Context: an optimization exercise on an open-source flow, tuned for small area and a short achievable clock period. The choices shown serve that exercise and are no tape-out recipe.
Where RTL was checked, it was by simulation tests only, not by an equivalence proof against the original.

==> inputs of job 268 <==
==> flow/design.v (excerpt) <==
module main (
    input wire clk,
    input wire rst,
    input wire [7:0] in,
    input wire [2:0] op,
    input wire apply,
    output wire [7:0] tail,
    output wire empty,
    output reg valid
);
==> module divu8, before the edit <==
module divu8 (
    input  wire [7:0] n,
    input  wire [7:0] d,
    output wire [7:0] q,
    output wire [7:0] r
);
    wire [7:0] rr [0:8];
    assign rr[8] = 8'd0;
    genvar i;
    generate
        for (i = 7; i >= 0; i = i - 1) begin : st
            localparam W = 8 - i;
            wire [W-1:0] trial;
            if (W == 1) begin : w1
                assign trial = n[i];
            end else begin : wn
                assign trial = {rr[i+1][W-2:0], n[i]};
            end
            wire hz = ~|(d >> W);
            wire [W:0] diff = {1'b0, trial} - {1'b0, d[W-1:0]};
            wire ge = hz & ~diff[W];
            assign q[i] = ge;
            assign rr[i] = ge ? diff[W-1:0] : trial;
        end
    endgenerate
    assign r = rr[0];
endmodule
==> module mul8lo, before the edit <==
module mul8lo (
    input  wire [7:0] a,
    input  wire [7:0] b,
    output wire [7:0] p
);
    wire [7:0] s [0:7];
    wire [8:0] c [0:7];
    genvar i, j;
    generate
        for (j = 0; j < 8; j = j + 1) begin : r0
            assign s[0][j] = a[j] & b[0];
        end
        assign c[0] = 9'd0;
        for (i = 1; i < 8; i = i + 1) begin : row
            for (j = 0; j < i; j = j + 1) begin : lo
                assign s[i][j] = s[i-1][j];
            end
            assign c[i][i:0] = {(i+1){1'b0}};
            for (j = i; j < 8; j = j + 1) begin : col
                wire x = s[i-1][j];
                wire y = c[i-1][j];
                wire z = a[j-i] & b[i];
                assign s[i][j]   = x ^ y ^ z;
                assign c[i][j+1] = (x & y) | (x & z) | (y & z);
            end
        end
    endgenerate
    assign p = s[7];
endmodule
==> module addsub8, before the edit <==
module addsub8 (
    input  wire [7:0] a,
    input  wire [7:0] b,
    input  wire       sub,
    output wire [7:0] y
);
    wire [7:0] x = a ^ {8{sub}};
    wire [8:0] c;
    assign c[0] = sub;
    genvar j;
    generate
        for (j = 0; j < 8; j = j + 1) begin : bt
            assign y[j]   = b[j] ^ x[j] ^ c[j];
            assign c[j+1] = (b[j] & x[j]) | (b[j] & c[j]) | (x[j] & c[j]);
        end
    endgenerate
endmodule
==> module main, before the edit <==
module main (
    input wire clk,
    input wire rst,
    input wire [7:0] in,
    input wire [2:0] op,
    input wire apply,
    output wire [7:0] tail,
    output wire empty,
    output reg valid
);
    reg [7:0] q0, q1, q2, q3, q4;
    reg [2:0] c;     
    assign tail  = q0;
    assign empty = (c == 3'd0);
    reg [7:0] a, b;
    always @* begin
        case ({c[2], c[0]})
            2'd0: begin a = q1; b = q0; end
            2'd1: begin a = q2; b = q1; end
            2'd2: begin a = q3; b = q2; end
            default: begin a = q4; b = q3; end
        endcase
    end
    wire [7:0] quo, rem;
    divu8 u_div (.n(b), .d(a), .q(quo), .r(rem));
    wire       sub = op[2];
    wire [7:0] sum, prod;
    addsub8 u_as (.a(a), .b(b), .sub(sub), .y(sum));
    mul8lo u_mul (.a(a), .b(b), .p(prod));
    reg [7:0] res;
    always @* begin
        case (op)
            3'd0:    res = in;
            3'd3:    res = prod;
            3'd5:    res = quo;
            3'd6:    res = rem;
            default: res = sum;
        endcase
    end
    wire full = c[2] & c[0];
    wire ge2  = c[2] | c[1];
    wire ge1  = c != 3'd0;
    wire bad = (op == 3'd7)
             | ((op == 3'd0) & full)
             | ((op == 3'd1) & ~ge1)
             | ((op != 3'd0) & (op != 3'd1) & ~ge2)
             | (((op == 3'd5) | (op == 3'd6)) & (a == 8'd0));
    always @(posedge clk) begin
        if (apply && op != 3'd1) begin
            q0 <= res;
            q1 <= q0;
            q2 <= q1;
            q3 <= q2;
            q4 <= q3;
        end
    end
    always @(posedge clk or posedge rst) begin
        if (rst) begin
            c     <= 3'd0;
            valid <= 1'b1;
        end else if (apply) begin
            if (op == 3'd0) c <= c + 3'd1;
            else            c <= c - 3'd1;
            if (bad) valid <= 1'b0;
        end
    end
endmodule
clock: 15.5 ns
lec_check: 0
abc_area: 1
cap_margin: 20
core_margin: 2
core_utilization: 60
place_density: 0.8
setup_slack_margin: 5
slew_margin: 20
run.sh (not shown) runs the stock make flow with config.mk's settings and CLKGATE_MAP_FILE= SYNTH_SCRIPT=/design/flow/synth_recipe.tcl, a recipe that flattens the netlist after the stock synthesis.
==> job 5275: changes against job 268 <==
==> flow/design.v (replaced) <==
module divu8 (
    input  wire [7:0] n,
    input  wire [7:0] d,
    output wire [7:0] q,
    output wire [7:0] r
);
    wire [9:0] d1 = {2'b00, d};
    wire [9:0] d2 = {1'b0, d, 1'b0};
    wire [9:0] d3 = d1 + d2;
    wire [7:0] rr [0:4];
    assign rr[4] = 8'd0;
    genvar k;
    generate
        for (k = 3; k >= 0; k = k - 1) begin : st
            localparam W = 8 - 2 * k;
            wire [9:0] x;
            if (W == 2) begin : w2
                assign x = {8'd0, n[2*k+1], n[2*k]};
            end else begin : wn
                assign x = {{(10-W){1'b0}}, rr[k+1][W-3:0], n[2*k+1], n[2*k]};
            end
            wire g1 = x >= d1;
            wire g2 = x >= d2;
            wire g3 = x >= d3;
            wire [W-1:0] s1 = x[W-1:0] - d1[W-1:0];
            wire [W-1:0] s2 = x[W-1:0] - d2[W-1:0];
            wire [W-1:0] s3 = x[W-1:0] - d3[W-1:0];
            assign q[2*k+1] = g2;
            assign q[2*k]   = g3 | (g1 & ~g2);
            wire [W-1:0] nr = g3 ? s3 : g2 ? s2 : g1 ? s1 : x[W-1:0];
            assign rr[k] = nr;
        end
    endgenerate
    assign r = rr[0];
endmodule
module main (
    input wire clk,
    input wire rst,
    input wire [7:0] in,
    input wire [2:0] op,
    input wire apply,
    output wire [7:0] tail,
    output wire empty,
    output reg valid
);
    reg [7:0] q0, q1, q2, q3, q4;
    reg [2:0] c;     
    assign tail  = q0;
    assign empty = (c == 3'd0);
    reg [7:0] a, b;
    always @* begin
        case ({c[2], c[0]})
            2'd0: begin a = q1; b = q0; end
            2'd1: begin a = q2; b = q1; end
            2'd2: begin a = q3; b = q2; end
            default: begin a = q4; b = q3; end
        endcase
    end
    wire [7:0] quo, rem;
    divu8 u_div (.n(b), .d(a), .q(quo), .r(rem));
    wire       sub = op[2];
    wire [7:0] sum = b + (a ^ {8{sub}}) + {7'd0, sub};
    reg [7:0] res;
    always @* begin
        case (op)
            3'd0:    res = in;
            3'd3:    res = a * b;
            3'd5:    res = quo;
            3'd6:    res = rem;
            default: res = sum;
        endcase
    end
    wire full = c[2] & c[0];
    wire ge2  = c[2] | c[1];
    wire ge1  = c != 3'd0;
    wire bad = (op == 3'd7)
             | ((op == 3'd0) & full)
             | ((op == 3'd1) & ~ge1)
             | ((op != 3'd0) & (op != 3'd1) & ~ge2)
             | (((op == 3'd5) | (op == 3'd6)) & (a == 8'd0));
    always @(posedge clk) begin
        if (apply && op != 3'd1) begin
            q0 <= res;
            q1 <= q0;
            q2 <= q1;
            q3 <= q2;
            q4 <= q3;
        end
    end
    always @(posedge clk or posedge rst) begin
        if (rst) begin
            c     <= 3'd0;
            valid <= 1'b1;
        end else if (apply) begin
            if (op == 3'd0) c <= c + 3'd1;
            else            c <= c - 3'd1;
            if (bad) valid <= 1'b0;
        end
    end
endmodule
- ABC_AREA: 1 -> unset
- PLACE_DENSITY: 0.8 -> unset
==> job 4974: changes against job 268 <==
--- a/flow/design.v
+++ b/flow/design.v
@@ -27,48 +27,2 @@
 endmodule
-module mul8lo (
-    input  wire [7:0] a,
-    input  wire [7:0] b,
-    output wire [7:0] p
-);
-    wire [7:0] s [0:7];
-    wire [8:0] c [0:7];
-    genvar i, j;
-    generate
-        for (j = 0; j < 8; j = j + 1) begin : r0
-            assign s[0][j] = a[j] & b[0];
-        end
-        assign c[0] = 9'd0;
-        for (i = 1; i < 8; i = i + 1) begin : row
-            for (j = 0; j < i; j = j + 1) begin : lo
-                assign s[i][j] = s[i-1][j];
-            end
-            assign c[i][i:0] = {(i+1){1'b0}};
-            for (j = i; j < 8; j = j + 1) begin : col
-                wire x = s[i-1][j];
-                wire y = c[i-1][j];
-                wire z = a[j-i] & b[i];
-                assign s[i][j]   = x ^ y ^ z;
-                assign c[i][j+1] = (x & y) | (x & z) | (y & z);
-            end
-        end
-    endgenerate
-    assign p = s[7];
-endmodule
-module addsub8 (
-    input  wire [7:0] a,
-    input  wire [7:0] b,
-    input  wire       sub,
-    output wire [7:0] y
-);
-    wire [7:0] x = a ^ {8{sub}};
-    wire [8:0] c;
-    assign c[0] = sub;
-    genvar j;
-    generate
-        for (j = 0; j < 8; j = j + 1) begin : bt
-            assign y[j]   = b[j] ^ x[j] ^ c[j];
-            assign c[j+1] = (b[j] & x[j]) | (b[j] & c[j]) | (x[j] & c[j]);
-        end
-    endgenerate
-endmodule
 module main (
@@ -99,5 +53,3 @@
     wire       sub = op[2];
-    wire [7:0] sum, prod;
-    addsub8 u_as (.a(a), .b(b), .sub(sub), .y(sum));
-    mul8lo u_mul (.a(a), .b(b), .p(prod));
+    wire [7:0] sum = b + (a ^ {8{sub}}) + {7'd0, sub};
     reg [7:0] res;
@@ -106,3 +58,3 @@
             3'd0:    res = in;
-            3'd3:    res = prod;
+            3'd3:    res = a * b;
             3'd5:    res = quo;
- ABC_AREA: 1 -> unset
- CORE_UTILIZATION: 60 -> 40
- PLACE_DENSITY: 0.8 -> unset
- SETUP_SLACK_MARGIN: 5 -> unset
==> qor summary <==
| quantity | job 4974 | job 5275 | job 268 |
|---|---|---|---|
| Clock Tree Root | sky130_fd_sc_hd__clkbuf_16 | sky130_fd_sc_hd__clkbuf_16 | sky130_fd_sc_hd__clkbuf_8 |
| Result of the run | no timing/DRC/antenna violations | no timing/DRC/antenna violations | no timing/DRC/antenna violations |
| Synth-to-Final Area Change | 11.26% | 14.23% | 35.61% |
| Crit path from | c[0] | c[0] | c[2] |
| Final Core Density | 0.4497 | 0.7113 | 0.8462 |
| Effective utilization at floorplan | 0.4042 | 0.6227 | 0.6240 |
| Worst EP arrival | 14.29 ns | 10.25 ns | 10.81 ns |
| Number of nets at the end of the flow | 654 | 919 | 835 |
| Routed length on met1 | 6337 um | 8481 um | 6451 um |
| Multi-input logic portion of the cell area | 0.6292 | 0.6893 | 0.5642 |
| Capture point of the worst path | q0[7] | q0[6] | q0[0] |
| Multi-input combinational cell count | 413 | 616 | 464 |
| Die extent in x | 119.0 um | 110.8 um | 96.91 um |
| Total routing resource utilization after global routing | 0.1999 | 0.3386 | 0.3464 |
| Chip height | 119.0 um | 110.8 um | 96.91 um |
| R2R depth | 51 | 39 | 75 |
| Maximum fanout along the worst path | 14 | 14 | 7 |
| Number of fill cells | 1197 | 834 | 396 |
| Number of antenna violations at the first check in global routing | 0 | 1 | 0 |
| Multi-input combinational cell area | 0.003702 mm2 | 0.005385 mm2 | 0.003963 mm2 |
Function not checked in job 268 and job 5275: the RTL went through the layout flow alone.

-- what the ideal ports hide --
How much do the figures lean on ideal ports? The routed layouts below were timed once more, with nothing changed but the port constraints.
Step 1 sets driving cells, clkbuf_16 on the clock port and buf_2 on the other inputs (assumed; they add their load-dependent delay and slew).
Step 2, shift: input delay + t, output delay - t, t = (earliest + latest rising clock arrival at the registers) / 2. This alone moves slack from input paths to output paths.
a / b / c = no drivers / after step 1 / after step 2; a / b = the first two.
run	shift t [ns]	setup WS [ns]	worst hold slack (ns)	worst setup path after step 2	worst data-port slew with drivers (ns)
job 268	0.336	4.746 / 4.746 / 4.746	0.491 / 0.491 / 0.491	register to register	0.04
job 5275	0.329	5.251 / 5.251 / 5.251	0.481 / 0.481 / 0.481	register to register	0.03
job 4974	0.310	1.318 / 1.318 / 1.318	0.473 / 0.473 / 0.473	register to register	0.03
After both steps setup and hold are still met in every run listed.
